What follows belongs to an exercise in optimizing a design on an open flow for small area, a short achievable clock period and few clock cycles; a production flow would make more cautious choices. The RTL was checked by simulation tests, not by an equivalence proof against the original design. Power and IR drop assume default switching activity.

// IntegracaoModulos
module IntegracaoModulos(
	input clock,
	input reset,
	output [15:0] imem_addr,
	input  [15:0] imem_data,
	output [15:0] dmem_addr,
	output [15:0] dmem_wdata,
	output dmem_we,
	input  [15:0] dmem_rdata,
	output halted
);
For scale: roughly 1100 cells after synthesis, roughly 210 flip-flops, ~84 I/O pins.
==> flow/config.mk <==
export PLATFORM = sky130hd
export DESIGN_NAME = IntegracaoModulos
export DESIGN_NICKNAME = IntegracaoModulos
export VERILOG_FILES = /design/flow/design.v
export SDC_FILE = /design/flow/constraint.sdc
export NUM_CORES = 4
export LEC_CHECK = 0
export CAP_MARGIN = 20
export CORE_MARGIN = 2
export CORE_UTILIZATION = 40
export SLEW_MARGIN = 20
==> flow/constraint.sdc <==
create_clock -name core_clock -period 9.0 [get_ports {clock}]
set_input_delay 1.8000 -clock core_clock [delete_from_list [all_inputs] [get_ports {clock}]]
set_output_delay 1.8000 -clock core_clock [all_outputs]
set_load 0.01 [all_outputs]
standard.sh (not shown) runs the stock make flow with config.mk's settings and CLKGATE_MAP_FILE= SYNTH_SCRIPT=/design/flow/synth_recipe.tcl, a recipe that flattens the netlist after the stock synthesis.
==> flow/flow/run.sh <==
#!/bin/bash
# The standard layout, with changes to how it is made:
#  - ports are buffered with buf_2 cells (by default buffer_ports picks a
#    delay buffer, clkdlybuf4s50_1, which is larger and slower);
#  - clock tree synthesis adds no dummy loads and uses clkbuf_8 buffers;
set -euo pipefail
bash standard.sh \
	"SETUP_SLACK_MARGIN=6" "TNS_END_PERCENT=0" \
	"BUFFER_PORTS_ARGS=-buffer_cell sky130_fd_sc_hd__buf_2" \
	"CTS_ARGS=-sink_clustering_enable -repair_clock_nets -dont_use_dummy_load -buf_list sky130_fd_sc_hd__clkbuf_16 -sink_clustering_size 25" \
	finish > standard.log 2>&1
The first run passed the timing, DRC and antenna checks.
Testbench counts at the start, summed over its fixed seeds: cycles 28,186.
Edit:
--- a/flow/flow/run.sh
+++ b/flow/flow/run.sh
@@ -9,3 +9,3 @@
 	"BUFFER_PORTS_ARGS=-buffer_cell sky130_fd_sc_hd__buf_2" \
-	"CTS_ARGS=-sink_clustering_enable -repair_clock_nets -dont_use_dummy_load -buf_list sky130_fd_sc_hd__clkbuf_16 -sink_clustering_size 25" \
+	"CTS_ARGS=-sink_clustering_enable -repair_clock_nets -dont_use_dummy_load -buf_list sky130_fd_sc_hd__clkbuf_8" \
 	finish > standard.log 2>&1
What happened:
- The changed run finished with timing, DRC and antenna clean
- clock-buffer cell count came out higher by 13
- setup slack gets worse by 0.0078 ns
- total power came out lower by a few percent
- final area came out lower slightly
- clock skew came out higher by 0.046 ns
- global-route usage is about the same
- first-iteration DRC count came out lower by about a fifth
- die area is unchanged
- non-clock buffer count came out lower by 1
- wire length stays flat
Edit:
--- a/flow/flow/run.sh
+++ b/flow/flow/run.sh
@@ -7,4 +7,4 @@
 bash standard.sh \
-	"SETUP_SLACK_MARGIN=6" "TNS_END_PERCENT=0" \
-	"BUFFER_PORTS_ARGS=-buffer_cell sky130_fd_sc_hd__buf_2" \
+	"SETUP_SLACK_MARGIN=6.5" "TNS_END_PERCENT=0" \
+	"BUFFER_PORTS_ARGS=-buffer_cell sky130_fd_sc_hd__buf_1" \
 	"CTS_ARGS=-sink_clustering_enable -repair_clock_nets -dont_use_dummy_load -buf_list sky130_fd_sc_hd__clkbuf_8" \
Outcome: The new run finished clean. Count of clock-buffer cells in the layout does not change. Register-to-register slack improved by 0.14 ns. Design area increases by 3.8%. Global-route usage went up by 0.44 points. Maximum frequency grows by 6.4%. Worst setup slack gets better by 0.19 ns.

Starting RTL as in the previous note.
clock: 9.0 ns
lec_check: 0
cap_margin: 20
core_margin: 2
core_utilization: 40
slew_margin: 20
==> flow/flow/run.sh <==
#!/bin/bash
# The standard layout, with changes to how it is made:
#  - ports are buffered with buf_2 cells (by default buffer_ports picks a
#    delay buffer, clkdlybuf4s50_1, which is larger and slower);
#  - clock tree synthesis adds no dummy loads and uses clkbuf_8 buffers;
set -euo pipefail
bash standard.sh \
	"SETUP_SLACK_MARGIN=7" "TNS_END_PERCENT=0" \
	"BUFFER_PORTS_ARGS=-buffer_cell sky130_fd_sc_hd__buf_2" \
	"CTS_ARGS=-sink_clustering_enable -repair_clock_nets -dont_use_dummy_load -buf_list sky130_fd_sc_hd__clkbuf_8" \
	finish > standard.log 2>&1
Testbench counts at the start, summed over its fixed seeds: cycles 28,186.
Rerun with:
--- a/flow/flow/run.sh
+++ b/flow/flow/run.sh
@@ -8 +8 @@
-	"SETUP_SLACK_MARGIN=7" "TNS_END_PERCENT=0" \
+	"SETUP_SLACK_MARGIN=6" "TNS_END_PERCENT=0" \
Settings changed: CORE_UTILIZATION 40 to 55.
=> Sequential power is about the same. Synthesized cell count stays the same. Routed wire length decreases by 2.1%.
Rerun with:
--- a/flow/flow/run.sh
+++ b/flow/flow/run.sh
@@ -10 +10 @@
-	"CTS_ARGS=-sink_clustering_enable -repair_clock_nets -dont_use_dummy_load -buf_list sky130_fd_sc_hd__clkbuf_8" \
+	"CTS_ARGS=-sink_clustering_enable -repair_clock_nets -dont_use_dummy_load -buf_list sky130_fd_sc_hd__clkbuf_16" \
Settings changed: CORE_UTILIZATION 55 to 40.
Result: The changed run completed without violations. Clock power went up by 14%. Clock skew shrinks by 57 ps. Worst setup slack improved by 36 ps. Power rises by 3.7%. Global-route usage fell by 7.9 points. Final cell count climbs by 7.5%.
Rerun with:
--- a/flow/flow/run.sh
+++ b/flow/flow/run.sh
@@ -9,2 +9,2 @@
-	"BUFFER_PORTS_ARGS=-buffer_cell sky130_fd_sc_hd__buf_2" \
-	"CTS_ARGS=-sink_clustering_enable -repair_clock_nets -dont_use_dummy_load -buf_list sky130_fd_sc_hd__clkbuf_16" \
+	"BUFFER_PORTS_ARGS=-buffer_cell sky130_fd_sc_hd__buf_1" \
+	"CTS_ARGS=-sink_clustering_enable -repair_clock_nets -dont_use_dummy_load -buf_list sky130_fd_sc_hd__clkbuf_8" \
Settings changed: ABC_AREA set to 1.
Effect: Register-to-register slack gets worse by 20 ps; worst setup slack degrades by 45 ps; worst hold slack gains 42 ps; sequential share of layout area shrinks by 1.5 points; non-clock buffer count drops by 3; total power came out lower by 0.97%; synthesized area went up by 5.9%.

separate check: timing with driven ports:
The results above use ideal ports. As a check the final layouts listed here were re-extracted and re-timed, cells and wires unchanged.
Step 1 assumes that a clkbuf_16 drives the clock port and a buf_2 every other input.
Step 2 times the ports against the registers' clock, not the clock port: input delays grow and output delays shrink by t, the midpoint of the rising clock arrivals with the driver on.
Slacks: ideal / step 1 / step 2; pairs: ideal / step 1.
| run | shift t [ns] | setup slack, ns | hold WS [ns] | worst slew at a driven data input, ns |
|---|---|---|---|---|
| the first run of note 1 | 0.558 | 5.902 / 5.846 / 5.431 | 0.480 / 0.480 / 0.480 | 0.04 |
| the second run of note 1 | 0.547 | 5.894 / 5.844 / 5.435 | 0.478 / 0.478 / 0.478 | 0.04 |
| the third run of note 1 | 0.551 | 6.081 / 6.085 / 5.552 | 0.480 / 0.480 / 0.480 | 0.04 |
| the first run of note 2 | 0.547 | 5.961 / 5.944 / 5.435 | 0.471 / 0.471 / 0.471 | 0.04 |
| the second run of note 2 | 0.532 | 5.865 / 5.823 / 5.403 | 0.481 / 0.481 / 0.481 | 0.03 |
| the third run of note 2 | 0.558 | 5.902 / 5.846 / 5.431 | 0.480 / 0.480 / 0.480 | 0.04 |
| the fourth run of note 2 | 0.553 | 5.857 / 5.810 / 5.397 | 0.523 / 0.523 / 0.523 | 0.04 |
After both steps setup and hold are still met in every run listed. For the third run of note 1, which loses most, drivers alone change the setup slack by +0.004 ns; drivers and shift together by -0.529 ns.
